This design comes from an exercise in tuning for small area on the open sky130 flow, not from production work. Only simulation tests tie the RTL to the original design; equivalence was not proved. Power and IR drop assume default switching activity.

File: flow/design.v
module debounce(rst, in, master_clk, out);
    input rst;
    input in;
    input master_clk;
    output out;
    localparam [15:0] POL = 16'hAAAA;
    reg s0n, s1n;         
    reg d;                
    reg [15:0] r;         
    wire [15:0] c = r ^ POL;
    wire s1 = ~s1n;
    wire mm = d ^ s1;     
    wire low_zero = ~|c[14:0];
    wire fb = c[15] ^ c[13] ^ c[12] ^ c[10] ^ low_zero;
    wire term = low_zero & ~c[15];
    wire [15:0] c_next = mm ? {c[14:0], fb} : 16'h0001;
    always @(posedge master_clk) begin
        s0n <= rst | ~in;
        s1n <= s0n;
        r <= c_next ^ POL;
        d <= ~rst & (term ? s1 : d);
    end
    assign out = d;
endmodule
module clocks(master_clk, rst, RESET, fast_tick);
    input master_clk;
    input rst;
    input RESET;
    output fast_tick;
    localparam [16:0] POL = 17'h0AAAA;
    localparam [16:0] C0 = 17'h00001;
    localparam [16:0] T  = 17'h0B4C5;    
    reg [16:0] r;       
    reg fclk;
    wire [16:0] c = r ^ POL;
    wire term = (c == T);
    wire clr = rst | RESET;
    wire [16:0] c_next = (clr | term) ? C0 : {c[15:0], c[16] ^ c[13]};
    always @(posedge master_clk) begin
        r <= c_next ^ POL;
        fclk <= ~clr & (fclk ^ term);
    end
    assign fast_tick = ~RESET & term & ~fclk;
endmodule
module control(clk, rst, RESET, PROCEED, CONFIRM, num_db, sym1, sym2, sym3, sym4);
    input clk;
    input rst;
    input RESET;
    input PROCEED;
    input CONFIRM;
    input [9:0] num_db;
    output reg [3:0] sym1;
    output reg [3:0] sym2;
    output reg [3:0] sym3;
    output reg [3:0] sym4;
    localparam [3:0] SYM_0 = 4'd0;
    localparam [3:0] SYM_1 = 4'd1;
    localparam [3:0] SYM_2 = 4'd2;
    localparam [3:0] SYM_3 = 4'd3;
    localparam [3:0] SYM_4 = 4'd4;
    localparam [3:0] SYM_5 = 4'd5;
    localparam [3:0] SYM_6 = 4'd6;
    localparam [3:0] SYM_7 = 4'd7;
    localparam [3:0] SYM_8 = 4'd8;
    localparam [3:0] SYM_9 = 4'd9;
    localparam [3:0] SYM_L = 4'd10;
    localparam [3:0] SYM_H = 4'd11;
    localparam [3:0] SYM_B = 4'd12;
    localparam [3:0] SYM_C = 4'd13;
    localparam [1:0] IDLE = 2'd0;
    localparam [1:0] CONFIRM_PRESSED = 2'd1;
    localparam [1:0] FAIL = 2'd2;
    localparam [1:0] SUCCESS = 2'd3;
    localparam [2:0] M_ALL = 3'd1;
    localparam [2:0] M_BALL = 3'd0;
    localparam [2:0] M_BLANK = 3'd6;
    localparam [2:0] M_SC = 3'd3;
    localparam [2:0] M_LO = 3'd4;
    localparam [2:0] M_HI = 3'd5;
    localparam [2:0] P_INIT = 3'd0;
    localparam [2:0] P_A = 3'd1;
    localparam [2:0] P_B = 3'd2;
    localparam [2:0] P_C = 3'd3;
    localparam [2:0] P_D = 3'd4;
    reg [1:0] state;
    reg [2:0] numTry;
    reg [3:0] guess;      
    reg [2:0] pos;
    reg [2:0] mode;
    localparam [127:0] LT = 128'h000000000000000701FF001F00070000;
    localparam [127:0] EQ = 128'h00000000000000080200002000080001;
    wire g_lt = LT[{pos, guess}];
    wire g_eq = EQ[{pos, guess}];
    wire [2:0] pos_next = (pos == P_C) ? P_D : (pos == P_B) ? P_C : (pos == P_A) ? P_B : P_A;
    reg [3:0] sel;
    always @(*) begin
        if (num_db[0]) sel = SYM_0;
        else if (num_db[1]) sel = SYM_1;
        else if (num_db[2]) sel = SYM_2;
        else if (num_db[3]) sel = SYM_3;
        else if (num_db[4]) sel = SYM_4;
        else if (num_db[5]) sel = SYM_5;
        else if (num_db[6]) sel = SYM_6;
        else if (num_db[7]) sel = SYM_7;
        else if (num_db[8]) sel = SYM_8;
        else if (num_db[9]) sel = SYM_9;
        else sel = SYM_B;
    end
    always @(posedge clk) begin
        if (rst) begin
            state <= IDLE;
            numTry <= 3'd0;
            pos <= P_INIT;
            mode <= M_ALL;
        end
        else if (RESET) begin
            state <= IDLE;
            numTry <= 3'd4;
            pos <= pos_next;
            mode <= M_BLANK;
        end
        else begin
            case (state)
                SUCCESS: mode <= M_SC;
                FAIL: mode <= M_ALL;
                IDLE: begin
                    if (CONFIRM && guess != SYM_B) begin
                        numTry <= numTry - 3'd1;
                        state <= CONFIRM_PRESSED;
                    end
                    mode <= (mode == M_ALL || mode == M_BALL) ? M_BALL : M_BLANK;
                end
                default: begin  
                    if (g_eq) state <= SUCCESS;
                    else if (numTry == 3'd0) state <= FAIL;
                    if (PROCEED) state <= IDLE;
                    else if (g_lt) mode <= M_LO;
                    else if (!g_eq) mode <= M_HI;
                end
            endcase
        end
        if (RESET) guess <= SYM_B;
        else if (state == IDLE) guess <= sel;
    end
    wire [3:0] nt_sym = (numTry[1:0] == 2'd0) ? SYM_0 : (numTry[1:0] == 2'd1) ? SYM_1 :
                        (numTry[1:0] == 2'd2) ? SYM_2 : SYM_3;
    always @(*) begin
        sym1 = SYM_8; sym2 = SYM_8; sym3 = SYM_8; sym4 = SYM_8;
        if (mode == M_BALL) begin sym1 = SYM_B; sym2 = SYM_B; sym3 = SYM_8; sym4 = guess; end
        if (mode == M_BLANK) begin sym1 = SYM_B; sym2 = SYM_B; sym3 = SYM_B; sym4 = guess; end
        if (mode == M_SC) begin sym1 = SYM_5; sym2 = SYM_C; sym3 = SYM_B; sym4 = numTry[2] ? guess : nt_sym; end
        if (mode == M_LO) begin sym1 = SYM_L; sym2 = SYM_0; sym3 = SYM_B; sym4 = SYM_B; end
        if (mode == M_HI) begin sym1 = SYM_H; sym2 = SYM_1; sym3 = SYM_B; sym4 = SYM_B; end
    end
endmodule
module cathode_and_anode(clk, rst, fast_tick, sym1, sym2, sym3, sym4, cathode, anode);
    input clk;
    input rst;
    input fast_tick;
    input [3:0] sym1;
    input [3:0] sym2;
    input [3:0] sym3;
    input [3:0] sym4;
    output reg [6:0] cathode;
    output reg [3:0] anode;
    reg [1:0] itr;
    reg started;
    reg [3:0] sym;
    always @(posedge clk) begin
        if (rst) begin
            itr <= 2'b00;
            started <= 1'b0;
            sym <= 4'd8;
        end
        else if (fast_tick) begin
            itr <= {itr[0], ~itr[1]};
            started <= 1'b1;
            sym <= (itr == 2'b00) ? sym1 : (itr == 2'b01) ? sym2 : (itr == 2'b11) ? sym3 : sym4;
        end
    end
    always @(*) begin
        if (!started) anode = 4'b0000;
        else if (itr == 2'b01) anode = 4'b0111;
        else if (itr == 2'b11) anode = 4'b1011;
        else if (itr == 2'b10) anode = 4'b1101;
        else anode = 4'b1110;
    end
    always @(*) begin
        cathode = 7'b1111111;
        if (sym == 4'd0) cathode = 7'b1000000;
        if (sym == 4'd1) cathode = 7'b1111001;
        if (sym == 4'd2) cathode = 7'b0100100;
        if (sym == 4'd3) cathode = 7'b0110000;
        if (sym == 4'd4) cathode = 7'b0011001;
        if (sym == 4'd5) cathode = 7'b0010010;
        if (sym == 4'd6) cathode = 7'b0000010;
        if (sym == 4'd7) cathode = 7'b1111000;
        if (sym == 4'd8) cathode = 7'b0000000;
        if (sym == 4'd9) cathode = 7'b0010000;
        if (sym == 4'd10) cathode = 7'b1000111;
        if (sym == 4'd11) cathode = 7'b0001001;
        if (sym == 4'd13) cathode = 7'b1000110;
    end
endmodule
module game(clk,rst,btnU,btnR,btnL,sw,an,seg);
    input clk;
    input rst;  
    input btnR;
    input btnL;
    input btnU;
    input [9:0] sw;
    output [3:0] an;
    output [6:0] seg;
    wire [9:0] num_db;
    wire debouncedRst;
    wire debouncedCfm;
    wire debouncedPcd;
    genvar i;
    generate
        for (i = 0; i < 10; i = i + 1) begin : db_sw
            debounce u(.rst(rst), .in(sw[i]), .master_clk(clk), .out(num_db[i]));
        end
    endgenerate
    debounce debounceRst(.rst(rst),.in(btnR),.master_clk(clk),.out(debouncedRst));
    debounce debounceCfm(.rst(rst),.in(btnL),.master_clk(clk),.out(debouncedCfm));
    debounce debouncePcd(.rst(rst),.in(btnU),.master_clk(clk),.out(debouncedPcd));
    wire fast_tick;
    clocks clk_div(.master_clk(clk),.rst(rst),.RESET(debouncedRst),.fast_tick(fast_tick));
    wire [3:0] sym1, sym2, sym3, sym4;
    control controlUnit(.clk(clk),.rst(rst),.RESET(debouncedRst),.PROCEED(debouncedPcd),
        .CONFIRM(debouncedCfm),.num_db(num_db),.sym1(sym1),.sym2(sym2),.sym3(sym3),.sym4(sym4));
    cathode_and_anode display(.clk(clk),.rst(rst),.fast_tick(fast_tick),.sym1(sym1),.sym2(sym2),
        .sym3(sym3),.sym4(sym4),.cathode(seg),.anode(an));
endmodule
File: flow/flow/run.sh
#!/bin/bash
# Layout flow: the standard flow (standard.sh), with three changes:
#  - after the standard synthesis, the combinational logic between the
#    registers is mapped again by ABC for area, with each script in flow/abc/;
#    the smallest netlist that passes the library check is kept. The
#    registers, their cells, instance names and output nets are unchanged;
#  - the port buffers are buf_1 cells;
#  - the clock tree is built from small clock buffers without dummy loads.
# Each tool writes its full output to its own log file here.
set -euo pipefail
R=orfs/results/sky130hd/game/base
LIB=$FLOW_HOME/platforms/sky130hd/lib/sky130_fd_sc_hd__tt_025C_1v80.lib
YOSYS=$(command -v yosys || echo "$FLOW_HOME/../tools/install/yosys/bin/yosys")
JOBS=${NUM_CORES:-4}

bash standard.sh synth > synth.log 2>&1

cp $R/1_2_yosys.v $R/1_2_yosys_standard.v
DONT_USE=""
for c in $(sed -n '/^export DONT_USE_CELLS/,/^$/p' $FLOW_HOME/platforms/sky130hd/config.mk | grep -o 'sky130_fd_sc_hd__[a-z0-9_]*'); do
  DONT_USE="$DONT_USE -dont_use $c"
done

mkdir -p reopt
# one remapping per ABC script
n_run=0
for s in flow/abc/*.abc; do
  n=$(basename "$s" .abc)
  cat > reopt/$n.ys <<EOS
read_liberty -wb -ignore_miss_func $LIB
read_verilog $R/1_2_yosys_standard.v
hierarchy -top $FLOW_TOP
setattr -mod -unset whitebox -set blackbox 1 =sky130_fd_sc_hd__dfxtp_1 =sky130_fd_sc_hd__edfxtp_1 =sky130_fd_sc_hd__conb_1
rename -hide c:* t:sky130_fd_sc_hd__dfxtp_1 t:sky130_fd_sc_hd__edfxtp_1 %u %d
rename -hide w:_*_
flatten -wb
opt_clean -purge
abc -liberty $LIB -script $s $DONT_USE
opt_clean -purge
hilomap -singleton -hicell sky130_fd_sc_hd__conb_1 HI -locell sky130_fd_sc_hd__conb_1 LO
splitnets
opt_clean -purge
write_verilog -noattr -nohex -nodec reopt/$n.v
EOS
  # check each result against the library as the standard synthesis does
  cat > reopt/$n.check.ys <<EOS
read_liberty -lib $LIB
read_verilog reopt/$n.v
hierarchy -check -top $FLOW_TOP
check -assert -mapped
tee -q -o reopt/$n.stat stat -liberty $LIB
EOS
  ( "$YOSYS" -l reopt/$n.log -q reopt/$n.ys > /dev/null 2>&1 && \
    "$YOSYS" -l reopt/$n.check.log -q reopt/$n.check.ys > /dev/null 2>&1 ) || rm -f reopt/$n.stat &
  n_run=$((n_run + 1))
  if (( n_run % JOBS == 0 )); then wait; fi
done
wait

best=""
best_area=""
for f in reopt/*.stat; do
  [[ -f "$f" ]] || continue
  a=$(grep 'Chip area for module' "$f" | awk '{print $NF}')
  [[ -n "$a" ]] || continue
  if [[ -z "$best" ]] || awk -v a="$a" -v b="$best_area" 'BEGIN{exit !(a < b)}'; then
    best=$(basename "$f" .stat); best_area=$a
  fi
done
{
  echo "standard synthesis: $(grep 'Chip area for' $R/../../../../reports/sky130hd/game/base/synth_stat.txt 2>/dev/null | awk '{print $NF}')"
  for f in reopt/*.stat; do echo "$(basename "$f" .stat): $(grep 'Chip area for module' "$f" | awk '{print $NF}')"; done
  echo "kept: ${best:-standard synthesis}"
} > reopt_summary.txt
if [[ -n "$best" ]]; then
  cp reopt/$best.v $R/1_2_yosys.v
  touch $R/1_2_yosys.v
fi

bash standard.sh \
  BUFFER_PORTS_ARGS="-buffer_cell sky130_fd_sc_hd__buf_1" \
  CTS_ARGS="-sink_clustering_enable -repair_clock_nets -sink_clustering_size 12 -sink_clustering_max_diameter 42 -buf_list sky130_fd_sc_hd__clkbuf_4 -dont_use_dummy_load" \
  finish > standard.log 2>&1
File: flow/flow/abc/a_r2r2.abc
strash
ifraig
balance
rewrite
refactor
balance
rewrite
rewrite -z
balance
refactor -z
rewrite -z
balance
balance
rewrite
refactor
balance
rewrite
rewrite -z
balance
refactor -z
rewrite -z
balance
dch -f
map -a
topo
strash
balance
rewrite
refactor
balance
rewrite
rewrite -z
balance
refactor -z
rewrite -z
balance
dch -f
map -a
File: flow/flow/abc/b_r2dc2.abc
strash
ifraig
balance
rewrite
refactor
balance
rewrite
rewrite -z
balance
refactor -z
rewrite -z
balance
dc2
dch -f
map -a
File: flow/flow/abc/c_r2dc2x2.abc
strash
ifraig
balance
rewrite
refactor
balance
rewrite
rewrite -z
balance
refactor -z
rewrite -z
balance
dc2
balance
rewrite
refactor
balance
rewrite
rewrite -z
balance
refactor -z
rewrite -z
balance
dc2
dch -f
map -a
File: flow/flow/abc/d_noif.abc
strash
balance
rewrite
refactor
balance
rewrite
rewrite -z
balance
refactor -z
rewrite -z
balance
dc2
balance
rewrite
refactor
balance
rewrite
rewrite -z
balance
refactor -z
rewrite -z
balance
dc2
dch -f
map -a
File: flow/flow/abc/e_x2map.abc
strash
ifraig
balance
rewrite
refactor
balance
rewrite
rewrite -z
balance
refactor -z
rewrite -z
balance
dc2
balance
rewrite
refactor
balance
rewrite
rewrite -z
balance
refactor -z
rewrite -z
balance
dc2
dch -f
map -a
topo
strash
balance
rewrite
refactor
balance
rewrite
rewrite -z
balance
refactor -z
rewrite -z
balance
dc2
balance
rewrite
refactor
balance
rewrite
rewrite -z
balance
refactor -z
rewrite -z
balance
dc2
dch -f
map -a
File: flow/flow/abc/f_x3map.abc
strash
ifraig
balance
rewrite
refactor
balance
rewrite
rewrite -z
balance
refactor -z
rewrite -z
balance
dc2
dch -f
map -a
topo
strash
ifraig
balance
rewrite
refactor
balance
rewrite
rewrite -z
balance
refactor -z
rewrite -z
balance
dc2
dch -f
map -a
topo
strash
ifraig
balance
rewrite
refactor
balance
rewrite
rewrite -z
balance
refactor -z
rewrite -z
balance
dc2
dch -f
map -a
File: flow/flow/abc/g_r2x4.abc
strash
ifraig
balance
rewrite
refactor
balance
rewrite
rewrite -z
balance
refactor -z
rewrite -z
balance
balance
rewrite
refactor
balance
rewrite
rewrite -z
balance
refactor -z
rewrite -z
balance
dch -f
map -a
topo
strash
balance
rewrite
refactor
balance
rewrite
rewrite -z
balance
refactor -z
rewrite -z
balance
dch -f
map -a
topo
strash
balance
rewrite
refactor
balance
rewrite
rewrite -z
balance
refactor -z
rewrite -z
balance
dch -f
map -a
topo
strash
balance
rewrite
refactor
balance
rewrite
rewrite -z
balance
refactor -z
rewrite -z
balance
dch -f
map -a
File: flow/flow/abc/h_dch.abc
strash
ifraig
balance
rewrite
refactor
balance
rewrite
rewrite -z
balance
refactor -z
rewrite -z
balance
dc2
balance
rewrite
refactor
balance
rewrite
rewrite -z
balance
refactor -z
rewrite -z
balance
dc2
dch
map -a
File: flow/flow/abc/i_r2dc2map2.abc
strash
ifraig
balance
rewrite
refactor
balance
rewrite
rewrite -z
balance
refactor -z
rewrite -z
balance
dc2
dch -f
map -a
topo
strash
balance
rewrite
refactor
balance
rewrite
rewrite -z
balance
refactor -z
rewrite -z
balance
dc2
dch -f
map -a
File: flow/flow/abc/j_dc2r2.abc
strash
ifraig
dc2
balance
rewrite
refactor
balance
rewrite
rewrite -z
balance
refactor -z
rewrite -z
balance
dch -f
map -a
File: flow/standard.sh
#!/bin/bash
# synth_recipe.tcl (not shown) runs the flow's synth.tcl, then flattens the netlist and writes it again
# the make line also repeats each setting of config.mk as NAME=value (left out here)
make -C /OpenROAD-flow-scripts/flow DESIGN_CONFIG=/design/flow/config.mk WORK_HOME=/design/flow/orfs CLKGATE_MAP_FILE= SYNTH_SCRIPT=/design/flow/synth_recipe.tcl "${@:-finish}"
File: flow/config.mk
export PLATFORM = sky130hd
export DESIGN_NAME = game
export DESIGN_NICKNAME = game
export VERILOG_FILES = /design/flow/design.v
export SDC_FILE = /design/flow/constraint.sdc
export NUM_CORES = 4
export LEC_CHECK = 0
export CAP_MARGIN = 20
export CORE_MARGIN = 2
export CORE_UTILIZATION = 65
export CTS_BUF_LIST = sky130_fd_sc_hd__clkbuf_8
export CTS_CLUSTER_DIAMETER = 60
export CTS_CLUSTER_SIZE = 20
export PLACE_DENSITY = 0.8
export SLEW_MARGIN = 20
File: flow/constraint.sdc
create_clock -name core_clock -period 10.0 [get_ports {clk}]
set_input_delay 2.0000 -clock core_clock [delete_from_list [all_inputs] [get_ports {clk}]]
set_output_delay 2.0000 -clock core_clock [all_outputs]
set_load 0.01 [all_outputs]
==> flow_summary.yaml, run 1 <==
route:
  dr.pass1.iters: 4
  drtIter0Drc: 338
  wl_mm: 15.2
  drc: 0
  dr_total_vias: 6327
  viasPerCell: 5.25
  wl_per_cell_um: 12.6
  ant_nets: 0
finish:
  final_cell_mix: "287 x dfxtp_1, 208 x nand2_1, 156 x nor2_1"
  final_common_cell: "dfxtp_1"
  final_core_util_pct: 71.0
  stdcell_count: 1206
  fin_nets: 1046
  fill_cells: 1032
  syn_to_final_growth_pct: 6.26
  drive_gt1_share_pct: 4.57
sta:
  fin_crit_ns: 3.79
  grt_setup_unrepaired: "false"
  max_freq_ghz: 0.264
  hold_ws_ns: 0.277
  worst_slew_pin_slew_ns: 0.615
  fin_setup_tns_ns: 0
  finalClockSkew_ns: 0.0488
  setup_viol: 0
  post-route-period-util_pct: 37.9
  finalHoldViolCount: 0
  slew_headroom_pct: 58.7
  final_max_slew_viol_count: 0
placement:
  gp_routability_congestion: 0.901
  io_buffers: 25
  dp_hpwl_mm: 10.7
  dp_cells: 1174
clock_tree:
  cts_resized: 0
  cts_root_buffer: "clkbuf_4"
  holdBufCountCts: 0
  clk_pin_slew_ns: 0.12
  cts_made_buffers: 31
  clock_sinks: 287
  cts-htree-levels: 1
  clock_latency_ns: 0.66
  cts_tree: "yes"
  post-cts-setup-buffers: 0
  clock_path_buffers: 3
global_routing:
  antenna_found_initial: 1
  grt_max_degree: 21
  grt_usage_pct: 22.0
  grt_pass1_wl_mm: 26.8
  overflow: 0
  grt_pass1_vias: 6178
run:
  drv_cap: 0
yosys:
  yosysWarningCount: 4
  avgSynthCellArea_um2: 9.14
  syn_area_um2: 8890
  syn_inst: 972
  synth_nets: 987
setup_path:
  cp.required_ns: 8.00
  crit_type: "register to output port"
  reg2reg_depth: 8
  worst_path_max_delay_cell: "dfxtp_1"
  cp_cell_sequence: "clkinv_1 -> nor2_1 -> o21ai_0 -> o21ai_0 -> buf_1"
  start_kind: "register"
  cp-end-kind: "output port"
  critical_path_buf_inv_count: 2
  cp.depth: 5
  max_stage_delay_ns: 0.41
  crit_fanout: 6
  crit_top_cell: "o21ai_0"
  critPathTopFamily: "flip-flops"
  critPathArrivalTime_ns: 1.79
floorplan:
  rows: 42
  initial_core_util_pct: 66.8
  dieArea_um2: 14600
  coreArea_um2: 13300
  io-pin-count: 26
  die_width_um: 121
  die_h_um: 121
power_and_ir_drop:
  leakage_nw: 3.72
  pwr-share-comb_pct: 17.2
  p_sw_mw: 0.638
  p_seq_share_pct: 61.2
  vdd.ir_drop.worst_mv: 0.139
  switching_share_pct: 29.8
  p_int_mw: 1.50
  clockPowerShare_pct: 21.7
  powerDensity_nw_per_um2: 227
hold_path:
  holdPathStages: 0
  hold_class: "register to register"
status:
  status: "complete, no violations"
## flip-flops by register name (all words and copies together), names as in the netlist, 10 cells and up
signal	count
debounceRst.r	16
db_sw.u.r	160
db_sw.u.s0n	10
debounceCfm.r	16
db_sw.u.s1n	10
clk_div.r	17
debouncePcd.r	16
db_sw.u.d	10
## final timing paths
path,slack (ns),from,endpoint
setup / recovery,6.21,display.sym[1]$_SDFFE_PP0P_,seg[6]
hold / removal,0.28,db_sw[1].u.s0n$_DFF_P_,db_sw[1].u.s1n$_DFF_P_
setup reg to reg,7.87,controlUnit.pos[0]$_SDFFE_PP0P_,controlUnit.mode[0]$_SDFFE_PP1P_
hold reg to reg,0.28,db_sw[1].u.s0n$_DFF_P_,db_sw[1].u.s1n$_DFF_P_
## worst register-to-register path: stages, from the launching register on
cell and delay (ns):
dfxtp_1 0.40, clkinv_1 0.15, o21ai_0 0.25, clkinv_1 0.09, nor4_1 0.41, clkinv_1 0.17, nand2_1 0.11, nand2_1 0.07
a221o_2 0.35
## per-stage QoR
stage | power (mW) | setup slack [ns] | instance area, µm²
after global placement | 1.69 | 6.25 | 9210
after global routing | 2.28 | 5.97 | 9440
after CTS | 2.16 | 6.16 | 9440
after floorplan | 1.60 | 7.04 | 8890
final | 2.14 | 6.21 | 9440
after detailed placement | 1.70 | 6.24 | 9210
## metal layers
layer	global-route usage, %	up-vias	wire length (µm)
met5	0	-	0
met4	7.05	0	344
met3	3.43	32	591
met2	36.0	123	7000
met1	29.9	2871	7270
li1	-	3301	-
## power groups by stage
stage / sequential, mW / combinational, mW / clock [mW]
floorplan: 1.31 / 0.286 / 0
global placement: 1.33 / 0.354 / 0
detailed placement: 1.33 / 0.364 / 0
CTS: 1.31 / 0.367 / 0.482
global route: 1.32 / 0.430 / 0.529
finish: 1.31 / 0.367 / 0.464
## layout make-up
class / count / area, µm² / share of cell area [%]
tap: 176 / 220 / 2.33
timing repair buffer: 26 / 101 / 1.07
multi-input combinational: 605 / 2840 / 30.1
sequential: 287 / 5750 / 60.8
inverter: 80 / 300 / 3.18
antenna: 1 / 2.50 / 0.0265
clock buffer: 31 / 233 / 2.46
==> run 2: changes to the inputs <==
--- a/flow/flow/run.sh
+++ b/flow/flow/run.sh
@@ -2,6 +2,8 @@
 # Layout flow: the standard flow (standard.sh), with three changes:
 #  - after the standard synthesis, the combinational logic between the
-#    registers is mapped again by ABC for area, with each script in flow/abc/;
-#    the smallest netlist that passes the library check is kept. The
+#    registers is mapped again by ABC for area, with each script in flow/abc/
+#    (the k_deepsyn* scripts run &deepsyn for 60 s, so their results depend
+#    on the machine's speed); the smallest netlist that passes the library
+#    check is kept. The
 #    registers, their cells, instance names and output nets are unchanged;
 #  - the port buffers are buf_1 cells;
==> flow/flow/abc/k_deepsyn1.abc (new file) <==
strash
ifraig
balance
rewrite
refactor
balance
rewrite
rewrite -z
balance
refactor -z
rewrite -z
balance
dc2
balance
rewrite
refactor
balance
rewrite
rewrite -z
balance
refactor -z
rewrite -z
balance
dc2
&get -n
&deepsyn -T 60 -S 1
&put
dch -f
map -a
==> flow/flow/abc/k_deepsyn2.abc (new file) <==
strash
ifraig
balance
rewrite
refactor
balance
rewrite
rewrite -z
balance
refactor -z
rewrite -z
balance
dc2
balance
rewrite
refactor
balance
rewrite
rewrite -z
balance
refactor -z
rewrite -z
balance
dc2
&get -n
&deepsyn -T 60 -S 2
&put
dch -f
map -a
==> flow/flow/abc/k_deepsyn3.abc (new file) <==
strash
ifraig
balance
rewrite
refactor
balance
rewrite
rewrite -z
balance
refactor -z
rewrite -z
balance
dc2
balance
rewrite
refactor
balance
rewrite
rewrite -z
balance
refactor -z
rewrite -z
balance
dc2
&get -n
&deepsyn -T 60 -S 3
&put
dch -f
map -a
==> flow/flow/abc/k_deepsyn4.abc (new file) <==
strash
ifraig
balance
rewrite
refactor
balance
rewrite
rewrite -z
balance
refactor -z
rewrite -z
balance
dc2
balance
rewrite
refactor
balance
rewrite
rewrite -z
balance
refactor -z
rewrite -z
balance
dc2
&get -n
&deepsyn -T 60 -S 4
&put
dch -f
map -a
==> flow/flow/abc/k_deepsyn5.abc (new file) <==
strash
ifraig
balance
rewrite
refactor
balance
rewrite
rewrite -z
balance
refactor -z
rewrite -z
balance
dc2
balance
rewrite
refactor
balance
rewrite
rewrite -z
balance
refactor -z
rewrite -z
balance
dc2
&get -n
&deepsyn -T 60 -S 5
&put
dch -f
map -a
==> flow/flow/abc/k_deepsyn6.abc (new file) <==
strash
ifraig
balance
rewrite
refactor
balance
rewrite
rewrite -z
balance
refactor -z
rewrite -z
balance
dc2
balance
rewrite
refactor
balance
rewrite
rewrite -z
balance
refactor -z
rewrite -z
balance
dc2
&get -n
&deepsyn -T 60 -S 6
&put
dch -f
map -a
==> flow/flow/abc/k_deepsyn7.abc (new file) <==
strash
ifraig
balance
rewrite
refactor
balance
rewrite
rewrite -z
balance
refactor -z
rewrite -z
balance
dc2
balance
rewrite
refactor
balance
rewrite
rewrite -z
balance
refactor -z
rewrite -z
balance
dc2
&get -n
&deepsyn -T 60 -S 7
&put
dch -f
map -a
==> flow/flow/abc/k_deepsyn8.abc (new file) <==
strash
ifraig
balance
rewrite
refactor
balance
rewrite
rewrite -z
balance
refactor -z
rewrite -z
balance
dc2
balance
rewrite
refactor
balance
rewrite
rewrite -z
balance
refactor -z
rewrite -z
balance
dc2
&get -n
&deepsyn -T 60 -S 8
&put
dch -f
map -a
==> flow_summary.yaml, run 2 <==
finish:
  final_cell_mix: "287 x dfxtp_1, 222 x nand2_1, 133 x nor2_1"
  stdcell_count: 1187
  largest_reg_flops: 160
  diodes: 0
  syn_to_final_growth_pct: 6.12
  final_common_cell: "dfxtp_1"
  fin_area_um2: 9350
  reg_top3: "db_sw.u.r: 160 flops, clk_div.r: 17 flops"
  top_register: "db_sw.u.r"
  drive_gt1_share_pct: 3.46
  fin_nets: 1028
  final_core_util_pct: 70.6
clock_tree:
  cts_tree: "yes"
  cts_root_buffer: "clkbuf_4"
  clock_latency_ns: 0.66
  cts_made_buffers: 30
  holdBufCountCts: 0
  cts_resized: 0
  clock_sinks: 287
  cts-htree-levels: 1
  post-cts-setup-buffers: 0
  clock_path_buffers: 3
  clk_pin_slew_ns: 0.11
hold_path:
  min_from: "db_sw[7].u.s0n$_DFF_P_"
  hold_class: "register to register"
setup_path:
  crit_type: "register to output port"
  cp_cell_sequence: "clkinv_1 -> nand2_1 -> o21ai_0 -> nand2_1 -> nand2_1 -> nand2_1 -> o21ai_0 -> o21ai_0 -> buf_1"
  worst_path_max_delay_cell: "dfxtp_1"
  max_stage_delay_ns: 0.39
  crit_top_cell: "nand2_1"
  crit_fanout: 5
  crit_start: "display.sym[2]$_SDFFE_PP0P_"
  start_kind: "register"
  regToRegStartpoint: "debounceRst.d$_DFF_P_"
  critPathArrivalTime_ns: 2.13
  cp.required_ns: 8.00
  cp-end-kind: "output port"
sta:
  finalClockSkew_ns: 0.0606
  worst_slew_pin_slew_ns: 0.927
  post-route-period-util_pct: 41.3
  finalHoldViolCount: 0
  fin_crit_ns: 4.13
  hold_ws_ns: 0.319
  fin_setup_tns_ns: 0
  max_freq_ghz: 0.242
  setup_viol: 0
  grt_setup_unrepaired: "false"
  final_max_slew_viol_count: 0
  slew_headroom_pct: 37.8
  layout_setup_ws_ns: 5.87
global_routing:
  grt_usage_pct: 21.1
  grt_max_degree: 32
  overflow: 0
  grt_pass1_vias: 5926
  grt_pass1_wl_mm: 25.9
  antenna_found_initial: 0
route:
  dr.pass1.iters: 4
  drc: 0
  dr_total_vias: 6162
  viasPerCell: 5.19
  wl_per_cell_um: 12.3
  wl_mm: 14.6
  ant_nets: 0
  drtIter0Drc: 350
power_and_ir_drop:
  p_seq_share_pct: 62.4
  switching_share_pct: 28.6
  p_int_mw: 1.47
  p_total_mw: 2.06
  vdd.ir_drop.worst_mv: 0.131
  pwr-share-comb_pct: 15.5
  clockPowerShare_pct: 22.1
  p_sw_mw: 0.587
  powerDensity_nw_per_um2: 220
  leakage_nw: 3.65
yosys:
  yosysWarningCount: 4
  syn_inst: 956
  synth_nets: 971
  syn_area_um2: 8810
  avgSynthCellArea_um2: 9.21
status:
  status: "complete, no violations"
placement:
  dpl-instance-area_um2: 9120
  io_buffers: 25
  gp_routability_congestion: 0.818
  dp_cells: 1157
  dp_hpwl_mm: 10.2
  pre_cts_ws_ns: 6.10
floorplan:
  rows: 42
  initial_core_util_pct: 66.5
  die_width_um: 120
  dieArea_um2: 14500
  die_h_um: 120
  io-pin-count: 26
  coreArea_um2: 13200
run:
  drv_cap: 0
## run 2: cell count changes in the layout (fill, tap and decap cells not counted), sizes merged, moves of 4 or more
cell,previous run,this run
xor2,9,13
o221ai,0,4
nor3,27,22
a211oi,14,0
nand4,16,24
nand2,208,222
or2,11,5
o21ai,35,45
nor2,156,133
## run 2: power groups by stage
stage / Sequential [mW] / Clock, mW / Combinational (mW)
detailed placement: 1.31 / 0 / 0.318
CTS: 1.28 / 0.473 / 0.319
global placement: 1.31 / 0 / 0.310
global route: 1.29 / 0.526 / 0.371
floorplan: 1.29 / 0 / 0.250
finish: 1.28 / 0.455 / 0.318
## run 2: path summary, 6_finish.rpt
| check | to | slack (ns) | cells after the start |
|---|---|---|---|
| hold reg to reg | db_sw[7].u.s1n$_DFF_P_ | 0.32 | 0 |
| hold / removal | db_sw[7].u.s1n$_DFF_P_ | 0.32 | 0 |
| setup / recovery | seg[1] | 5.87 | 9 |
| setup reg to reg | display.sym[0]$_SDFFE_PP0P_ | 7.80 | 8 |
## run 2: area by class of cell
type | instances | area [µm²]
clock buffer | 30 | 225
fill | 1082 | 3900
inverter | 79 | 297
multi-input combinational | 590 | 2770
sequential | 287 | 5750
tap | 176 | 220
timing repair buffer | 25 | 93.8
## run 2: worst max-delay path, delay by kind of cell (launching register included)
| family | cells | cell delay [ns] |
|---|---|---|
| AOI/OAI and AO/OA | 3 | 0.40 |
| buffers and inverters | 2 | 0.33 |
| and+or+nand+nor | 4 | 0.36 |
| DFF | 1 | 0.39 |
## run 2: per-layer routing
metal | track usage (%) | share of wire (%) | vias up
li1 | - | - | 3230
met1 | 28.3 | 49 | 2821
met2 | 35.1 | 46 | 87
met3 | 4.10 | 3.6 | 24
met4 | 5.74 | 1.3 | 0
met5 | 0 | 0 | -
==> run 3: changes to the inputs <==
==> flow/flow/abc/k_deepsyn10.abc (new file) <==
strash
ifraig
balance
rewrite
refactor
balance
rewrite
rewrite -z
balance
refactor -z
rewrite -z
balance
dc2
balance
rewrite
refactor
balance
rewrite
rewrite -z
balance
refactor -z
rewrite -z
balance
dc2
&get -n
&deepsyn -T 60 -S 10
&put
dch -f
map -a
==> flow/flow/abc/k_deepsyn11.abc (new file) <==
strash
ifraig
balance
rewrite
refactor
balance
rewrite
rewrite -z
balance
refactor -z
rewrite -z
balance
dc2
balance
rewrite
refactor
balance
rewrite
rewrite -z
balance
refactor -z
rewrite -z
balance
dc2
&get -n
&deepsyn -T 60 -S 11
&put
dch -f
map -a
==> flow/flow/abc/k_deepsyn12.abc (new file) <==
strash
ifraig
balance
rewrite
refactor
balance
rewrite
rewrite -z
balance
refactor -z
rewrite -z
balance
dc2
balance
rewrite
refactor
balance
rewrite
rewrite -z
balance
refactor -z
rewrite -z
balance
dc2
&get -n
&deepsyn -T 60 -S 12
&put
dch -f
map -a
==> flow/flow/abc/k_deepsyn13.abc (new file) <==
strash
ifraig
balance
rewrite
refactor
balance
rewrite
rewrite -z
balance
refactor -z
rewrite -z
balance
dc2
balance
rewrite
refactor
balance
rewrite
rewrite -z
balance
refactor -z
rewrite -z
balance
dc2
&get -n
&deepsyn -T 60 -S 13
&put
dch -f
map -a
==> flow/flow/abc/k_deepsyn14.abc (new file) <==
strash
ifraig
balance
rewrite
refactor
balance
rewrite
rewrite -z
balance
refactor -z
rewrite -z
balance
dc2
balance
rewrite
refactor
balance
rewrite
rewrite -z
balance
refactor -z
rewrite -z
balance
dc2
&get -n
&deepsyn -T 60 -S 14
&put
dch -f
map -a
==> flow/flow/abc/k_deepsyn15.abc (new file) <==
strash
ifraig
balance
rewrite
refactor
balance
rewrite
rewrite -z
balance
refactor -z
rewrite -z
balance
dc2
balance
rewrite
refactor
balance
rewrite
rewrite -z
balance
refactor -z
rewrite -z
balance
dc2
&get -n
&deepsyn -T 60 -S 15
&put
dch -f
map -a
==> flow/flow/abc/k_deepsyn16.abc (new file) <==
strash
ifraig
balance
rewrite
refactor
balance
rewrite
rewrite -z
balance
refactor -z
rewrite -z
balance
dc2
balance
rewrite
refactor
balance
rewrite
rewrite -z
balance
refactor -z
rewrite -z
balance
dc2
&get -n
&deepsyn -T 60 -S 16
&put
dch -f
map -a
==> flow/flow/abc/k_deepsyn9.abc (new file) <==
strash
ifraig
balance
rewrite
refactor
balance
rewrite
rewrite -z
balance
refactor -z
rewrite -z
balance
dc2
balance
rewrite
refactor
balance
rewrite
rewrite -z
balance
refactor -z
rewrite -z
balance
dc2
&get -n
&deepsyn -T 60 -S 9
&put
dch -f
map -a
==> flow_summary.yaml, run 3 <==
placement:
  dpl-instance-area_um2: 9110
  dp_hpwl_mm: 10.0
  pre_cts_ws_ns: 6.25
  gp_routability_congestion: 0.824
  io_buffers: 25
  dp_cells: 1157
setup_path:
  start_kind: "register"
  cp.required_ns: 8.00
  cp_cell_sequence: "clkinv_1 -> nor2_1 -> clkinv_1 -> o22ai_1 -> nand2_1 -> nand2_1 -> nand2_1 -> nand3_1 -> clkinv_1 -> o21bai_1 -> buf_1"
  worst_path_max_delay_cell: "dfxtp_1"
  reg2reg_depth: 7
  max_stage_delay_ns: 0.40
  cp-end-kind: "output port"
  critical_path_buf_inv_count: 4
  critPathArrivalTime_ns: 2.34
  cp.depth: 11
  crit_type: "register to output port"
  critPathTopFamily: "simple AND/OR/NAND/NOR gates"
  crit_fanout: 4
finish:
  regArea_um2: 5750
  drive_gt1_share_pct: 3.27
  largest_reg_flops: 160
  final_cell_mix: "287 x dfxtp_1, 221 x nand2_1, 128 x nor2_1"
  final_common_cell: "dfxtp_1"
  final_core_util_pct: 70.5
  fin_nets: 1027
  fill_cells: 1063
  multi_input_area_um2: 2750
  top_register: "db_sw.u.r"
  reg_top3: "db_sw.u.r: 160 flops, clk_div.r: 17 flops"
  stdcell_count: 1187
  syn_to_final_growth_pct: 6.07
  fin_area_um2: 9340
clock_tree:
  holdBufCountCts: 0
  clock_latency_ns: 0.66
  cts_root_buffer: "clkbuf_4"
  clk_pin_slew_ns: 0.12
  cts_resized: 0
  post-cts-setup-buffers: 0
  cts-htree-levels: 1
  cts_tree: "yes"
  clock_sinks: 287
  clock_path_buffers: 3
  cts_made_buffers: 29
global_routing:
  grt_max_degree: 30
  gr-usage-met2_pct: 32.6
  use_met3_pct: 3.96
  grt.busiest_layer: "met2"
  antenna_found_initial: 1
  grt_usage_pct: 20.4
  grt_pass1_wl_mm: 25.1
  overflow: 0
  grt_pass1_vias: 5836
  use_met1_pct: 28.3
route:
  dr.pass1.iters: 5
  drtIter0Drc: 308
  ant_nets: 0
  wl_per_cell_um: 12.0
  dr_total_vias: 6232
  viasPerCell: 5.25
  wl_mm: 14.2
  drc: 0
power_and_ir_drop:
  leakage_nw: 3.64
  powerDensity_nw_per_um2: 215
  vdd.ir_drop.worst_mv: 0.128
  p_total_mw: 2.01
sta:
  final_max_slew_viol_count: 0
  grt_setup_unrepaired: "false"
  finalClockSkew_ns: 0.0353
  fin_crit_ns: 4.34
  fin_setup_tns_ns: 0
  max_freq_ghz: 0.231
  worst_slew_pin_slew_ns: 0.896
  layout_setup_ws_ns: 5.66
  slew_headroom_pct: 39.9
  setup_viol: 0
  hold_ws_ns: 0.302
  finalHoldViolCount: 0
  post-route-period-util_pct: 43.4
hold_path:
  hold_class: "register to register"
  holdPathStages: 0
floorplan:
  dieArea_um2: 14500
  die_width_um: 120
  coreArea_um2: 13200
  rows: 42
  die_h_um: 120
  initial_core_util_pct: 66.5
  io-pin-count: 26
yosys:
  avgSynthCellArea_um2: 9.21
  syn_inst: 956
  yosysWarningCount: 4
  synth_nets: 971
  syn_area_um2: 8800
run:
  drv_cap: 0
status:
  status: "complete, no violations"
-- run 3: where the power goes --
part           leakage (nW)  switching (mW)  internal (mW)
clock                 0.133           0.316          0.133
sequential             2.34          0.0541           1.22
combinational          1.17           0.190         0.0996
total                  3.64           0.559           1.45
-- run 3: final cells by class --
type                            count  share of cell area, %
Sequential cell                   287                   61.5
Timing Repair Buffer               25                   1.01
Multi-Input combinational cell    588                   29.5
Antenna cell                        1                 0.0268
Inverter                           81                   3.26
Clock buffer                       29                   2.33
Tap cell                          176                   2.36
-- run 3: worst paths after layout --
check,slack (ns),endpoint,start
worst min-delay path,0.30,db_sw[9].u.s1n$_DFF_P_,db_sw[9].u.s0n$_DFF_P_
worst max register to register,8.01,display.sym[0]$_SDFFE_PP0P_,debounceRst.d$_DFF_P_
worst max-delay path,5.66,seg[0],display.sym[1]$_SDFFE_PP0P_
worst min register to register,0.30,db_sw[9].u.s1n$_DFF_P_,db_sw[9].u.s0n$_DFF_P_
-- run 3: per-layer routing --
| metal | part of all wire, % | vias to the layer above | routed length (µm) |
|---|---|---|---|
| li1 | - | 3246 | - |
| met1 | 50 | 2847 | 7040 |
| met2 | 45 | 113 | 6320 |
| met3 | 4.1 | 26 | 581 |
| met4 | 1.8 | 0 | 253 |
| met5 | 0 | - | 0 |
==> run 4: changes to the inputs <==
--- a/flow/flow/run.sh
+++ b/flow/flow/run.sh
@@ -82,4 +82,4 @@
 bash standard.sh \
   BUFFER_PORTS_ARGS="-buffer_cell sky130_fd_sc_hd__buf_1" \
-  CTS_ARGS="-sink_clustering_enable -repair_clock_nets -sink_clustering_size 12 -sink_clustering_max_diameter 42 -buf_list sky130_fd_sc_hd__clkbuf_4 -dont_use_dummy_load" \
+  CTS_ARGS="-sink_clustering_enable -repair_clock_nets -sink_clustering_size 11 -sink_clustering_max_diameter 42 -buf_list sky130_fd_sc_hd__clkbuf_4 -dont_use_dummy_load" \
   finish > standard.log 2>&1
==> flow_summary.yaml, run 4 <==
status:
  status: "complete, no violations"
floorplan:
  dieArea_um2: 14500
  coreArea_um2: 13200
  io-pin-count: 26
  rows: 42
  die_h_um: 120
  initial_core_util_pct: 66.5
  die_width_um: 120
sta:
  final_max_slew_viol_count: 0
  finalHoldViolCount: 0
  setup_viol: 0
  fin_crit_ns: 4.08
  max_freq_ghz: 0.245
  slew_headroom_pct: 48.8
  fin_setup_tns_ns: 0
  post-route-period-util_pct: 40.8
  layout_setup_ws_ns: 5.92
  worst_slew_pin_slew_ns: 0.763
  grt_setup_unrepaired: "false"
  finalClockSkew_ns: 0.0373
clock_tree:
  clock_sinks: 287
  cts_tree: "yes"
  clock_latency_ns: 0.61
  cts_root_buffer: "clkbuf_4"
  clk_pin_slew_ns: 0.11
  holdBufCountCts: 0
  cts_made_buffers: 34
  cts_resized: 0
  post-cts-setup-buffers: 0
  clock_path_buffers: 3
  cts-htree-levels: 2
placement:
  dp_hpwl_mm: 10.3
  pre_cts_ws_ns: 6.18
  io_buffers: 25
  gp_routability_congestion: 0.865
  dpl-instance-area_um2: 9110
finish:
  fin_area_um2: 9370
  fin_nets: 1028
  syn_to_final_growth_pct: 6.50
  drive_gt1_share_pct: 4.06
  top_register: "db_sw.u.r"
  final_common_cell: "dfxtp_1"
  largest_reg_flops: 160
  final_cell_mix: "287 x dfxtp_1, 221 x nand2_1, 135 x nor2_1"
  reg_top3: "db_sw.u.r: 160 flops, clk_div.r: 17 flops"
  fill_cells: 1067
power_and_ir_drop:
  leakage_nw: 3.68
  p_total_mw: 2.04
  switching_share_pct: 27.7
  p_sw_mw: 0.564
  p_int_mw: 1.47
  p_seq_share_pct: 62.2
  vdd.ir_drop.worst_mv: 0.137
  powerDensity_nw_per_um2: 217
  pwr-share-comb_pct: 14.0
  clockPowerShare_pct: 23.8
route:
  wl_mm: 14.4
  ant_nets: 0
  wl_per_cell_um: 12.2
  dr_total_vias: 6207
  dr.pass1.iters: 4
  viasPerCell: 5.22
  drc: 0
  drtIter0Drc: 309
setup_path:
  crit_type: "register to output port"
  cp.required_ns: 8.00
  reg2reg_depth: 5
  critPathArrivalTime_ns: 2.08
  start_kind: "register"
  cp-end-kind: "output port"
  crit_fanout: 4
yosys:
  syn_area_um2: 8800
  yosysWarningCount: 4
  avgSynthCellArea_um2: 9.24
  syn_inst: 952
  synth_nets: 967
run:
  drv_cap: 0
global_routing:
  grt_max_degree: 28
  grt_pass1_wl_mm: 25.7
  antenna_found_initial: 1
  grt_usage_pct: 21.4
  grt_pass1_vias: 6024
  overflow: 0
hold_path:
  holdPathStages: 0
  hold_class: "register to register"
[run 4: cell type report]
class | count | area [µm²] | share of cell area, %
inverter | 81 | 304 | 3.24
sequential | 287 | 5750 | 61.3
antenna | 1 | 2.50 | 0.0267
clock buffer | 34 | 255 | 2.72
tap | 176 | 220 | 2.35
multi-input combinational | 584 | 2750 | 29.4
timing repair buffer | 25 | 93.8 | 1.00
[run 4: final timing paths]
path | startpoint | to | slack, ns
worst min register to register | db_sw[3].u.s0n$_DFF_P_ | db_sw[3].u.s1n$_DFF_P_ | 0.33
worst max register to register | debounceRst.d$_DFF_P_ | clk_div.fclk$_DFF_P_ | 7.98
worst max-delay path | display.sym[2]$_SDFFE_PP0P_ | seg[1] | 5.92
worst min-delay path | db_sw[3].u.s0n$_DFF_P_ | db_sw[3].u.s1n$_DFF_P_ | 0.33
[run 4: worst max-delay path, cell delays in order (launching register included)]
cell and delay (ns):
dfxtp_1 0.41, clkinv_1 0.14, nand2_1 0.09, o21ai_0 0.12, nand2_1 0.10, nand2_1 0.07
nand2_1 0.09, o21ai_0 0.10, o21ai_0 0.18, buf_1 0.17
[run 4: stage by stage]
step	hold WS (ns)	cells	utilization (%)
floorplan	0.310	952	-
global placement	0.311	1153	68.8
detailed placement	0.312	1153	68.8
CTS	0.333	1187	70.8
global route	0.345	1188	70.8
finish	0.334	1188	70.8
[run 4: per-layer routing]
layer / GRT usage (%) / wire [µm] / up-vias
met2: 34.9 / 6490 / 104
li1: - / - / 3234
met5: 0 / 0 / -
met1: 28.2 / 7020 / 2841
met3: 4.29 / 595 / 28
met4: 8.50 / 328 / 0
[run 4: power by group through the flow]
stage	clock [mW]	combinational (mW)	sequential, mW
2_1_floorplan	0	0.225	1.28
3_3_place_gp	0	0.282	1.29
3_5_place_dp	0	0.287	1.29
4_1_cts	0.502	0.288	1.27
5_1_grt	0.549	0.332	1.28
6_report	0.485	0.285	1.27
==> run 5: changes to the inputs <==
--- a/flow/flow/run.sh
+++ b/flow/flow/run.sh
@@ -82,4 +82,4 @@
 bash standard.sh \
   BUFFER_PORTS_ARGS="-buffer_cell sky130_fd_sc_hd__buf_1" \
-  CTS_ARGS="-sink_clustering_enable -repair_clock_nets -sink_clustering_size 11 -sink_clustering_max_diameter 42 -buf_list sky130_fd_sc_hd__clkbuf_4 -dont_use_dummy_load" \
+  CTS_ARGS="-sink_clustering_enable -repair_clock_nets -sink_clustering_size 12 -sink_clustering_max_diameter 38 -buf_list sky130_fd_sc_hd__clkbuf_4 -dont_use_dummy_load" \
   finish > standard.log 2>&1
==> flow_summary.yaml, run 5 <==
power_and_ir_drop:
  leakage_nw: 3.66
  powerDensity_nw_per_um2: 215
  vdd.ir_drop.worst_mv: 0.144
  p_total_mw: 2.01
clock_tree:
  cts_resized: 0
  holdBufCountCts: 0
  cts-htree-levels: 1
  clock_sinks: 287
  cts_tree: "yes"
  post-cts-setup-buffers: 0
  clock_path_buffers: 3
  clock_latency_ns: 0.66
  cts_made_buffers: 31
  clk_pin_slew_ns: 0.11
  cts_root_buffer: "clkbuf_4"
route:
  wl_per_cell_um: 12.1
  dr_total_vias: 6243
  drc: 0
  ant_nets: 0
  drtIter0Drc: 286
  wl_mm: 14.3
  dr.pass1.iters: 4
  viasPerCell: 5.27
placement:
  dp_hpwl_mm: 10.3
  gp_routability_congestion: 0.865
  io_buffers: 25
hold_path:
  hold_class: "register to register"
  min_from: "db_sw[3].u.s0n$_DFF_P_"
sta:
  finalClockSkew_ns: 0.0421
  grt_setup_unrepaired: "false"
  fin_setup_tns_ns: 0
  worst_slew_pin_slew_ns: 0.769
  max_freq_ghz: 0.242
  finalHoldViolCount: 0
  post-route-period-util_pct: 41.4
  setup_viol: 0
  slew_headroom_pct: 48.4
  final_max_slew_viol_count: 0
  fin_crit_ns: 4.14
finish:
  top_register: "db_sw.u.r"
  reg_top3: "db_sw.u.r: 160 flops, clk_div.r: 17 flops"
  final_core_util_pct: 70.6
  fill_cells: 1058
  syn_to_final_growth_pct: 6.24
  final_cell_mix: "287 x dfxtp_1, 221 x nand2_1, 135 x nor2_1"
  drive_gt1_share_pct: 3.77
  fin_nets: 1025
  regArea_um2: 5750
  multi_input_area_um2: 2750
  largest_reg_flops: 160
  final_common_cell: "dfxtp_1"
setup_path:
  cp_cell_sequence: "clkinv_1 -> nand2_1 -> o21ai_0 -> nand2_1 -> nand2_1 -> nand2_1 -> o21ai_0 -> o21ai_0 -> buf_1"
  cp.required_ns: 8.00
  crit_type: "register to output port"
  start_kind: "register"
  critPathArrivalTime_ns: 2.14
  worst_path_max_delay_cell: "dfxtp_1"
  cp-end-kind: "output port"
  regToRegStartpoint: "debounceRst.d$_DFF_P_"
  max_stage_delay_ns: 0.41
  crit_start: "display.sym[2]$_SDFFE_PP0P_"
  crit_fanout: 4
  crit_top_cell: "nand2_1"
global_routing:
  grt_max_degree: 28
  grt_pass1_vias: 5961
  grt_pass1_wl_mm: 25.6
  grt_usage_pct: 20.9
  antenna_found_initial: 1
  overflow: 0
yosys:
  yosysWarningCount: 4
  avgSynthCellArea_um2: 9.24
  syn_area_um2: 8800
  syn_inst: 952
  synth_nets: 967
floorplan:
  initial_core_util_pct: 66.5
  dieArea_um2: 14500
  io-pin-count: 26
  die_h_um: 120
  die_width_um: 120
  rows: 42
  coreArea_um2: 13200
run:
  drv_cap: 0
status:
  status: "complete, no violations"
[run 5: area by class of cell]
type                            instances  share of cell area [%]
Antenna cell                            1                  0.0268
Clock buffer                           31                    2.49
Inverter                               81                    3.25
Multi-Input combinational cell        584                    29.4
Sequential cell                       287                    61.4
Tap cell                              176                    2.36
Timing Repair Buffer                   25                    1.00
[run 5: worst paths after layout]
kind / cells past startpoint / endpoint / slack (ns)
worst max-delay path: 9 / seg[1] / 5.86
worst min-delay path: 0 / db_sw[3].u.s1n$_DFF_P_ / 0.31
worst max register to register: 5 / clk_div.fclk$_DFF_P_ / 7.97
worst min register to register: 0 / db_sw[3].u.s1n$_DFF_P_ / 0.31
[run 5: per-stage QoR]
stage                     setup WS, ns  area [µm²]  hold slack (ns)  std cells
final                             5.86        9350            0.313       1185
after global routing              5.65        9350            0.340       1185
after CTS                         5.83        9350            0.320       1184
after detailed placement          6.18        9110            0.312       1153
after global placement            6.26        9110            0.311       1153
after floorplan                   6.47        8800            0.310        952
[run 5: report_power, final]
group          total (mW)  leakage, nW  switching [mW]  internal (mW)
Sequential           1.27         2.34          0.0493           1.22
Clock               0.459        0.143           0.317          0.142
Combinational       0.286         1.18           0.188         0.0977
Total                2.01         3.66           0.554           1.46
[run 5: per-layer routing]
layer  vias up  global-route usage (%)  routed length, µm
li1       3234                       -                  -
met1      2876                    28.2               7010
met2       105                    34.5               6450
met3        28                    4.01                609
met4         0                    6.32                255
met5         -                       0                  0
[run 5: critical path: cells and delay by family (launching register included)]
family	cells	cell delay, ns
DFF	1	0.41
AOI/OAI and AO/OA	3	0.40
and+or+nand+nor	4	0.36
buffers and inverters	2	0.31
==> run 6: changes to the inputs <==
--- a/flow/flow/run.sh
+++ b/flow/flow/run.sh
@@ -3,6 +3,7 @@
 #  - after the standard synthesis, the combinational logic between the
 #    registers is mapped again by ABC for area, with each script in flow/abc/
-#    (the k_deepsyn* scripts run &deepsyn for 60 s, so their results depend
-#    on the machine's speed); the smallest netlist that passes the library
+#    (the k_deepsyn* and l_deepsyn* scripts run &deepsyn for 60 s and 300 s,
+#    so their results depend on the machine's speed); the smallest netlist
+#    that passes the library
 #    check is kept. The
 #    registers, their cells, instance names and output nets are unchanged;
@@ -82,4 +83,4 @@
 bash standard.sh \
   BUFFER_PORTS_ARGS="-buffer_cell sky130_fd_sc_hd__buf_1" \
-  CTS_ARGS="-sink_clustering_enable -repair_clock_nets -sink_clustering_size 12 -sink_clustering_max_diameter 38 -buf_list sky130_fd_sc_hd__clkbuf_4 -dont_use_dummy_load" \
+  CTS_ARGS="-sink_clustering_enable -repair_clock_nets -sink_clustering_size 12 -sink_clustering_max_diameter 42 -buf_list sky130_fd_sc_hd__clkbuf_4 -dont_use_dummy_load" \
   finish > standard.log 2>&1
==> flow/flow/abc/l_deepsyn300_17.abc (new file) <==
strash
ifraig
balance
rewrite
refactor
balance
rewrite
rewrite -z
balance
refactor -z
rewrite -z
balance
dc2
balance
rewrite
refactor
balance
rewrite
rewrite -z
balance
refactor -z
rewrite -z
balance
dc2
&get -n
&deepsyn -T 300 -S 17
&put
dch -f
map -a
==> flow/flow/abc/l_deepsyn300_21.abc (new file) <==
strash
ifraig
balance
rewrite
refactor
balance
rewrite
rewrite -z
balance
refactor -z
rewrite -z
balance
dc2
balance
rewrite
refactor
balance
rewrite
rewrite -z
balance
refactor -z
rewrite -z
balance
dc2
&get -n
&deepsyn -T 300 -S 21
&put
dch -f
map -a
==> flow/flow/abc/l_deepsyn300_25.abc (new file) <==
strash
ifraig
balance
rewrite
refactor
balance
rewrite
rewrite -z
balance
refactor -z
rewrite -z
balance
dc2
balance
rewrite
refactor
balance
rewrite
rewrite -z
balance
refactor -z
rewrite -z
balance
dc2
&get -n
&deepsyn -T 300 -S 25
&put
dch -f
map -a
==> flow/flow/abc/l_deepsyn300_9.abc (new file) <==
strash
ifraig
balance
rewrite
refactor
balance
rewrite
rewrite -z
balance
refactor -z
rewrite -z
balance
dc2
balance
rewrite
refactor
balance
rewrite
rewrite -z
balance
refactor -z
rewrite -z
balance
dc2
&get -n
&deepsyn -T 300 -S 9
&put
dch -f
map -a
removed: flow/flow/abc/k_deepsyn10.abc
removed: flow/flow/abc/k_deepsyn11.abc
removed: flow/flow/abc/k_deepsyn12.abc
removed: flow/flow/abc/k_deepsyn13.abc
removed: flow/flow/abc/k_deepsyn14.abc
removed: flow/flow/abc/k_deepsyn15.abc
removed: flow/flow/abc/k_deepsyn16.abc
removed: flow/flow/abc/k_deepsyn9.abc
==> flow_summary.yaml, run 6 <==
status:
  status: "complete, no violations"
finish:
  final_cell_mix: "287 x dfxtp_1, 230 x nand2_1, 127 x nor2_1"
  drive_gt1_share_pct: 3.28
  fin_nets: 1023
  largest_reg_flops: 160
  reg_top3: "db_sw.u.r: 160 flops, clk_div.r: 17 flops"
  top_register: "db_sw.u.r"
  final_common_cell: "dfxtp_1"
  syn_to_final_growth_pct: 6.08
clock_tree:
  cts_root_buffer: "clkbuf_4"
  cts_resized: 0
  clock_sinks: 287
  clock_path_buffers: 3
  cts_tree: "yes"
  holdBufCountCts: 0
  post-cts-setup-buffers: 0
  cts_made_buffers: 29
  clk_pin_slew_ns: 0.12
  clock_latency_ns: 0.66
  cts-htree-levels: 1
route:
  drc: 0
  wl_per_cell_um: 12.6
  dr.pass1.iters: 6
  dr_total_vias: 6217
  wl_mm: 14.9
  ant_nets: 0
  viasPerCell: 5.26
  drtIter0Drc: 324
setup_path:
  cp-end-kind: "output port"
  rrSetupSlack_ns: 7.64
  reg2reg_depth: 7
  regToRegStartpoint: "debounceRst.d$_DFF_P_"
  max_stage_delay_ns: 0.37
  critPathArrivalTime_ns: 2.12
  rr_endpoint: "display.sym[1]$_SDFFE_PP0P_"
  crit_type: "register to output port"
  start_kind: "register"
  crit_start: "display.sym[2]$_SDFFE_PP0P_"
  crit_fanout: 5
  cp_cell_sequence: "clkinv_1 -> nand2_1 -> o21ai_0 -> nand2_1 -> nand2_1 -> nand2_1 -> o21ai_0 -> o21ai_0 -> buf_1"
  crit_top_cell: "nand2_1"
  worst_path_max_delay_cell: "dfxtp_1"
  cp.required_ns: 8.00
placement:
  gp_routability_congestion: 0.867
  io_buffers: 25
  pre_cts_ws_ns: 5.90
  dp_hpwl_mm: 10.6
global_routing:
  overflow: 0
  antenna_found_initial: 1
  grt_max_degree: 29
  grt_pass1_wl_mm: 26.5
  grt_pass1_vias: 6056
  grt_usage_pct: 21.9
floorplan:
  die_width_um: 120
  io-pin-count: 26
  die_h_um: 120
  initial_core_util_pct: 66.3
  coreArea_um2: 13200
  dieArea_um2: 14500
  rows: 42
sta:
  setup_viol: 0
  grt_setup_unrepaired: "false"
  finalHoldViolCount: 0
  fin_crit_ns: 4.12
  slew_headroom_pct: 42.1
  final_max_slew_viol_count: 0
  worst_slew_pin_slew_ns: 0.863
  finalClockSkew_ns: 0.0564
  fin_setup_tns_ns: 0
  layout_setup_ws_ns: 5.88
  post-route-period-util_pct: 41.2
  max_freq_ghz: 0.243
run:
  drv_cap: 0
yosys:
  syn_inst: 952
  syn_area_um2: 8780
  yosysWarningCount: 4
  synth_nets: 967
  avgSynthCellArea_um2: 9.23
hold_path:
  hold_class: "register to register"
  min_from: "db_sw[0].u.s0n$_DFF_P_"
  holdPathStages: 0
  hold_end: "db_sw[0].u.s1n$_DFF_P_"
power_and_ir_drop:
  leakage_nw: 3.62
  vdd.ir_drop.worst_mv: 0.140
  p_total_mw: 2.02
  powerDensity_nw_per_um2: 217
[run 6: changes by cell type in the layout (fill, tap and decap cells not counted), moves of 2 or more]
cell	change
clkbuf_4	-2
nor4_1	-2
o21ai_0	+3
mux2i_1	-2
o32ai_1	+2
nor3_1	+5
nor2_1	-8
or2_2	-2
nand2_1	+9
o211ai_1	+2
a21oi_1	-6
[run 6: per-stage QoR]
step | hold slack [ns] | cells | area, µm² | util, %
floorplan | 0.310 | 952 | 8780 | -
global placement | 0.310 | 1153 | 9100 | 68.7
detailed placement | 0.312 | 1153 | 9100 | 68.7
CTS | 0.305 | 1182 | 9320 | 70.4
global route | 0.314 | 1183 | 9320 | 70.4
finish | 0.317 | 1183 | 9320 | 70.4
[run 6: cell type report]
class / instances / area, µm²
multi-input combinational: 583 / 2730
fill: 1025 / 3920
inverter: 82 / 308
sequential: 287 / 5750
antenna: 1 / 2.50
clock buffer: 29 / 218
tap: 176 / 220
timing repair buffer: 25 / 93.8
[run 6: how the worst max path moves through the flow]
stage                                             end  slack, ns  depth (start not counted)
after floorplan                                seg[1]       6.47                          8
after global placement    display.sym[0]$_SDFFE_PP0P_       6.04                          8
after detailed placement  display.sym[1]$_SDFFE_PP0P_       5.90                          8
after CTS                                      seg[1]       5.87                          9
after global routing                           seg[1]       5.59                          9
final                                          seg[1]       5.88                          9
[run 6: where the power goes]
| group | internal (mW) | switching [mW] |
|---|---|---|
| combinational | 0.101 | 0.194 |
| clock | 0.133 | 0.315 |
| sequential | 1.22 | 0.0567 |
| total | 1.45 | 0.566 |
[run 6: layer usage]
metal  vias to the layer above  share of wire, %  global-route usage, %
met5                         -                 0                      0
met3                        36               4.4                   4.10
met4                         0               2.5                   6.90
li1                       3234                 -                      -
met2                       109                46                   36.3
met1                      2838                48                   29.3
[run 6: critical path: cells and delay by family (launching register included)]
kind            cells  cell delay [ns]
simple gates        4             0.38
buf+inv             2             0.33
compound gates      3             0.42
flops               1             0.37

## re-timing with driven ports
The flow's constraints put no driver on any port. The routed layouts listed below were extracted and timed again, unchanged, in two steps. Step 1: set_driving_cell puts a clkbuf_16 on clk and a buf_2 on each other input, an assumption about the parent block. Step 2 also shifts input and output timing later by t, the mid clock arrival at the registers, as if the neighbouring blocks saw the same clock. a / b / c = no drivers / after step 1 / after step 2; a / b = the first two.
run	shift t [ns]	setup slack, ns	hold slack, ns	worst data-port slew with drivers (ns)
run 1	0.671	6.211 / 6.174 / 6.185	0.277 / 0.277 / 0.277	0.04
run 2	0.662	5.866 / 5.832 / 6.087	0.319 / 0.319 / 0.319	0.05
run 3	0.664	5.664 / 5.629 / 6.265	0.302 / 0.302 / 0.302	0.04
run 4	0.629	5.925 / 5.890 / 6.171	0.334 / 0.334 / 0.334	0.05
run 5	0.678	5.863 / 5.829 / 6.178	0.313 / 0.313 / 0.313	0.04
run 6	0.665	5.884 / 5.850 / 5.811	0.317 / 0.317 / 0.317	0.06
After both steps setup and hold are still met in every run listed. For run 6, which loses most, drivers alone change the setup slack by -0.034 ns; drivers and shift together by -0.073 ns.
